Background: an optimization exercise with open tools, aiming at small area and a short achievable clock period. Do not read the settings as production practice.
Power and IR drop assume default switching activity.

== run B ==
Design alu16bit, start of the top module:
module alu16bit (
  input clk,
  input reset,
  input [2:0] operation,
  input [15:0] operand_A,
  input [15:0] operand_B,
  output reg [31:0] result,
  output reg carry_flag,
  output reg zero_flag
);
clock: 7.2 ns
lec_check: 0
abc_area: 1
cap_margin: 20
core_margin: 2
core_utilization: 40
gpl_timing_driven: 0
slew_margin: 20
synth_hierarchical: 1
standard.sh (not shown) runs the stock make flow with config.mk's settings and CLKGATE_MAP_FILE= SYNTH_SCRIPT=/design/flow/synth_recipe.tcl, a recipe that flattens the netlist after the stock synthesis.
==> flow/flow/run.sh <==
#!/bin/bash
# The standard layout, with the port buffers made of plain buffers (sky130
# buf_1, which the resizer may upsize) instead of the delay-cell buffers that
# buffer_ports picks by default.
set -euo pipefail
export BUFFER_PORTS_ARGS="-buffer_cell sky130_fd_sc_hd__buf_1"
bash standard.sh > standard.log 2>&1
> inputs changed (run B -> run G)
diff --git a/flow/design.v b/flow/design.v
--- a/flow/design.v
+++ b/flow/design.v
@@ -7,20 +7,18 @@
   output reg [31:0] result,
   output reg carry_flag,
   output reg zero_flag
 );
   wire [15:0] a = operand_A;
   wire [15:0] b = operand_B;
-  wire is_add = ~reset & (operation == 3'd0);
-  wire is_sub = ~reset & (operation == 3'd1);
-  wire is_mul = ~reset & (operation == 3'd2);
+  wire is_add = (operation == 3'd0);
+  wire is_sub = (operation == 3'd1);
+  wire is_mul = (operation == 3'd2);
   wire [15:0] m = is_mul ? b : {15'd0, is_add | is_sub};
   reg [15:0] cv;
   always @(*) begin
-    if (reset) cv = 16'd0;
-    else
     case (operation)
       3'd0: cv = b;
       3'd1: cv = ~b;
       3'd3: cv = a & b;
       3'd4: cv = a | b;
       3'd5: cv = ~(a & b);
@@ -1199,17 +1197,23 @@
   ha un908 (is_sub, n824, n908, n909);
   wire [31:0] s = {n908, n907, n903, n902, n898, n897, n894, n891, n887, n886, n882, n881, n877, n876, n873, n870, n866, n865, n862, n859, n855, n854, n850, n849, n846, n842, n717, n715, n713, n711, n709, n707};
   wire borrow = is_sub & s[16];
   wire zero_lo = (s[15:0] == 16'd0);
   wire zero_mul = (a == 16'd0) | (b == 16'd0);
   wire [31:0] r = s;
-  wire z = ~reset & (is_mul ? zero_mul : zero_lo);
+  wire z = is_mul ? zero_mul : zero_lo;
   always @(posedge clk) begin
-    result     <= r;
-    carry_flag <= borrow;
-    zero_flag  <= z;
+    if (reset) begin
+      result     <= 32'b0;
+      carry_flag <= 1'b0;
+      zero_flag  <= 1'b0;
+    end else begin
+      result     <= r;
+      carry_flag <= borrow;
+      zero_flag  <= z;
+    end
   end
 endmodule
 module fa (input a, input b, input c, output s, output co);
   assign s = a ^ b ^ c;
   assign co = (a & b) | (a & c) | (b & c);
 endmodule
Results
Delta(pin slew with the least headroom to its limit, run G - run B) < 0. Diff run B -> run G | count of buffers from port buffering | down by a few percent. As far as async set-reset flop share out of synthesis goes, run G and run B are indistinguishable; the numbers are identical. For the power dissipated in the clock network, run G came in 18% lower than run B did. Number of sinks on the clock net of run B is on par with run G. The design area of run G was superior to that of run B. Run G — leakage power 6.2% lower, run B as reference. Initial cell density of the core: run G > run B. Summary of run G over run B: final worst setup slack now sits higher; growth of design area from synthesis to finish decreased 2.4 points.
Function was not checked in any run of this note: the RTL went through the layout flow alone.

---

== ember ==
Another version of the RTL of alu16bit (not shown whole).
For scale: ~34 flip-flops, ~71 I/O pins.
export LEC_CHECK = 0
export ABC_AREA = 1
export CAP_MARGIN = 20
export CORE_MARGIN = 2
export CORE_UTILIZATION = 40
export GPL_TIMING_DRIVEN = 0
export SLEW_MARGIN = 20
export SYNTH_HIERARCHICAL = 1
create_clock -name core_clock -period 7.2 [get_ports {clk}]
Scripts as last shown in full above: flow/flow/run.sh
In summary, ember completed successfully, with a layout that passed the timing, design-rule and antenna checks.
Modified inputs, pepper compared to ember
diff --git a/flow/design.v b/flow/design.v
--- a/flow/design.v
+++ b/flow/design.v
@@ -5,61 +5,38 @@
   input [15:0] operand_A,
   input [15:0] operand_B,
   output reg [31:0] result,
   output reg carry_flag,
   output reg zero_flag
 );
   wire [15:0] a = operand_A;
   wire [15:0] b = operand_B;
-  wire is_add = ~reset & (operation == 3'd0);
-  wire is_sub = ~reset & (operation == 3'd1);
-  wire is_mul = ~reset & (operation == 3'd2);
+  wire is_add = (operation == 3'd0);
+  wire is_sub = (operation == 3'd1);
+  wire is_mul = (operation == 3'd2);
   wire [15:0] m = is_mul ? b : {15'd0, is_add | is_sub};
   reg [15:0] cv;
   always @(*) begin
-    if (reset) cv = 16'd0;
-    else
     case (operation)
       3'd0: cv = b;
       3'd1: cv = ~b;
       3'd3: cv = a & b;
       3'd4: cv = a | b;
       3'd5: cv = ~(a & b);
       3'd6: cv = ~(a | b);
       3'd7: cv = a ^ b;
       default: cv = 16'd0;
     endcase
   end
   wire cin = is_sub;
   wire [15:0] cvn = ~cv;
   wire is_sub_n = ~is_sub;
   wire [15:0] an = ~a;
-  wire [3:0] ism;
-  wire [15:0] mn;
-  dmul ud0 (operation, reset, ism[0]);
-  dmul ud1 (operation, reset, ism[1]);
-  dmul ud2 (operation, reset, ism[2]);
-  dmul ud3 (operation, reset, ism[3]);
-  a21oi um0 (b[0], ism[0], is_add | is_sub, mn[0]);
-  nand2 um1 (b[1], ism[0], mn[1]);
-  nand2 um2 (b[2], ism[0], mn[2]);
-  nand2 um3 (b[3], ism[0], mn[3]);
-  nand2 um4 (b[4], ism[1], mn[4]);
-  nand2 um5 (b[5], ism[1], mn[5]);
-  nand2 um6 (b[6], ism[1], mn[6]);
-  nand2 um7 (b[7], ism[1], mn[7]);
-  nand2 um8 (b[8], ism[2], mn[8]);
-  nand2 um9 (b[9], ism[2], mn[9]);
-  nand2 um10 (b[10], ism[2], mn[10]);
-  nand2 um11 (b[11], ism[2], mn[11]);
-  nand2 um12 (b[12], ism[3], mn[12]);
-  nand2 um13 (b[13], ism[3], mn[13]);
-  nand2 um14 (b[14], ism[3], mn[14]);
-  nand2 um15 (b[15], ism[3], mn[15]);
+  wire [15:0] mn = ~m;
   wire p1;
   nor2 up1 (an[0], mn[0], p1);
   wire p2;
   nor2 up2 (an[1], mn[0], p2);
   wire p3;
   nor2 up3 (an[2], mn[0], p3);
   wire p4;
   nor2 up4 (an[3], mn[0], p4);
@@ -1190,38 +1167,35 @@
   wire n877 = ~n875;
   wire n878, n879;
   ha un878 (is_sub, n794, n878, n879);
   wire [31:0] s = {n878, n877, n873, n872, n868, n867, n864, n861, n857, n856, n852, n851, n847, n846, n843, n840, n836, n835, n832, n829, n825, n824, n820, n819, n816, n812, n687, n685, n683, n681, n679, n677};
   wire borrow = is_sub & s[16];
   wire zero_lo = (s[15:0] == 16'd0);
   wire zero_mul = (a == 16'd0) | (b == 16'd0);
   wire [31:0] r = s;
-  wire z = ~reset & (is_mul ? zero_mul : zero_lo);
+  wire z = is_mul ? zero_mul : zero_lo;
   always @(posedge clk) begin
-    result     <= r;
-    carry_flag <= borrow;
-    zero_flag  <= z;
+    if (reset) begin
+      result     <= 32'b0;
+      carry_flag <= 1'b0;
+      zero_flag  <= 1'b0;
+    end else begin
+      result     <= r;
+      carry_flag <= borrow;
+      zero_flag  <= z;
+    end
   end
 endmodule
 module fa (input a, input b, input c, output s, output co);
   assign s = a ^ b ^ c;
   assign co = (a & b) | (a & c) | (b & c);
 endmodule
 module ha (input a, input b, output s, output co);
   assign s = a ^ b;
   assign co = a & b;
 endmodule
-module nand2 (input a, input b, output y);
-  assign y = ~(a & b);
-endmodule
 module nor2 (input a, input b, output y);
   assign y = ~(a | b);
 endmodule
-module dmul (input [2:0] op, input rst, output y);
-  assign y = ~rst & (op == 3'd2);
-endmodule
-module a21oi (input a, input b, input c, output y);
-  assign y = ~((a & b) | c);
-endmodule
 module o21ai (input a, input b, input c, output y);
   assign y = ~((a | b) & c);
 endmodule
Results
pepper: all stages complete, timing, DRC and antenna checks passed
ember finished all stages; the layout is clean.
Taking ember as the reference, in pepper internal power summed over all cells went up, via-per-instance ratio went up.
Summary of pepper over ember: worst vdd rail ir drop has increased; upper clock frequency limit has increased.
Compared with ember, pepper shows a routing usage on met2 that is 3.3 points higher.
Row final critical delay including setup and external delays: pepper lower / ember higher
Utilization: pepper vs ember up 1.4 points
No run of this note included a check of the RTL's function; only the layout flow was run.

---

Another version of the RTL of alu16bit (not shown whole).
Size: about 750 cells after synthesis, ~34 flip-flops, about 71 I/O pins, ~0.0077 sq mm of cells after synthesis.
## alu16bit
module alu16bit (
  input clk,
  input reset,
  input [2:0] operation,
  input [15:0] operand_A,
  input [15:0] operand_B,
  output reg [31:0] result,
  output reg carry_flag,
  output reg zero_flag
);
Settings: LEC_CHECK=0, ABC_AREA=0, CAP_MARGIN=20, CORE_MARGIN=2, CORE_UTILIZATION=40, GPL_TIMING_DRIVEN=0, SLEW_MARGIN=20, SYNTH_HIERARCHICAL=1; clock period 7.2 ns.
Scripts as last shown in full above: flow/flow/run.sh
==> next run, changes <==
--- a/flow/design.v
+++ b/flow/design.v
@@ -1264,30 +1264,25 @@
   xnor2 un834 (n733, n809, n834);
   wire n835;
   xor2 un835 (n735, n782, n835);
   wire n836;
   xnor2 un836 (n737, n810, n836);
   wire n837;
   xor2 un837 (is_sub, n794, n837);
   wire [31:0] s = {n837, n836, n835, n834, n833, n832, n831, n830, n829, n828, n827, n826, n825, n824, n823, n822, n821, n820, n819, n818, n817, n816, n815, n814, n813, n812, n687, n685, n683, n681, n679, n677};
   wire borrow = is_sub & s[16];
   wire zero_lo = (s[15:0] == 16'd0);
   wire zero_mul = (a == 16'd0) | (b == 16'd0);
   wire [31:0] r = s;
-  wire z_e = ~reset & ~is_mul & ~(|s[11:0]);
-  wire z_m = ~reset & is_mul & zero_mul;
-  wire z_l1, z_l2, z;
-  nor2 uz1 (s[15], s[14], z_l1);
-  nor2 uz2 (s[13], s[12], z_l2);
-  a31o uz3 (z_l1, z_l2, z_e, z_m, z);
+  wire z = ~reset & (is_mul ? zero_mul : zero_lo);
   always @(posedge clk) begin
     result     <= r;
     carry_flag <= borrow;
     zero_flag  <= z;
   end
 endmodule
 module fa (input a, input b, input c, output s, output co);
   assign s = a ^ b ^ c;
   assign co = (a & b) | (a & c) | (b & c);
 endmodule
 module ha (input a, input b, output s, output co);
   assign s = a ^ b;
@@ -1299,27 +1294,24 @@
 module xnor2 (input a, input b, output y);
   assign y = ~(a ^ b);
 endmodule
 module nand2 (input a, input b, output y);
   assign y = ~(a & b);
 endmodule
 module nor2 (input a, input b, output y);
   assign y = ~(a | b);
 endmodule
 module inv1 (input a, output y);
   assign y = ~a;
 endmodule
-module a31o (input a, input b, input c, input d, output y);
-  assign y = (a & b & c) | d;
-endmodule
 module cvbit (input a, input b, input t00, input t01, input t10, input t11, output y);
   assign y = a ? (b ? t11 : t10) : (b ? t01 : t00);
 endmodule
 module aoi21 (input a, input b, input c, output y);
   assign y = ~((a & b) | c);
 endmodule
 module o21ai (input a, input b, input c, output y);
   assign y = ~((a | b) & c);
 endmodule
 module oai21 (input a, input b, input c, output y);
   assign y = ~((a | b) & c);
 endmodule
=> The changed run finished clean; flip-flop and latch count does not change; combinational power drops by about 2%; area after synthesis went down by 0.36%; core utilization fell by 0.19 points; final area drops by 0.41%; critical path depth falls by 1; synthesized cell count goes down by 0.67%; via count came out lower by 2.1%; clock-buffer cell count does not change; die area shrinks by 0.35%; cell count shrinks by 0.73%; worst hold slack is worse by 10 ps; routed wire length went down by 1.9%; total power shrinks by 0.75%.
Function was not checked in any run of this note: the RTL went through the layout flow alone.

[port drivers added, routing unchanged]
No port has a modelled driver above. Below, the same layouts with a new extraction and two added sets of constraints.
Step 1, drivers: a clkbuf_16 drives clk and a buf_2 each remaining input, both assumed.
Step 2 moves the port delays by t, midway between the first and last clock arrival at a register: inputs arrive t later, outputs are due t later. That takes back most of the time a late clock gives input paths.
Three values: ideal, step 1, step 2; two values: the first two.
| run | shift t [ns] | setup slack, ns | worst setup path at the end | worst register clock-pin slew, ns | worst slew at a driven data input, ns |
|---|---|---|---|---|---|
| run B | 0.354 | 0.233 / 0.251 / -0.103 | input to register | 0.08 / 0.08 | 0.04 |
| run G | 0.330 | 0.323 / 0.340 / 0.010 | input to register | 0.06 / 0.06 | 0.05 |
| ember | 0.346 | 0.273 / 0.301 / -0.045 | input to register | 0.06 / 0.06 | 0.04 |
| pepper | 0.339 | 0.352 / 0.375 / 0.037 | input to register | 0.06 / 0.06 | 0.04 |
| the first run of note 3 | 0.337 | 0.338 / 0.360 / 0.023 | input to register | 0.06 / 0.06 | 0.04 |
| the second run of note 3 | 0.338 | 0.295 / 0.319 / -0.019 | input to register | 0.06 / 0.06 | 0.05 |
Met with ideal ports but missed after step 2: setup timing in run B, ember and the second run of note 3. For run B, which loses most, drivers alone change the setup slack by +0.018 ns; drivers and shift together by -0.336 ns.
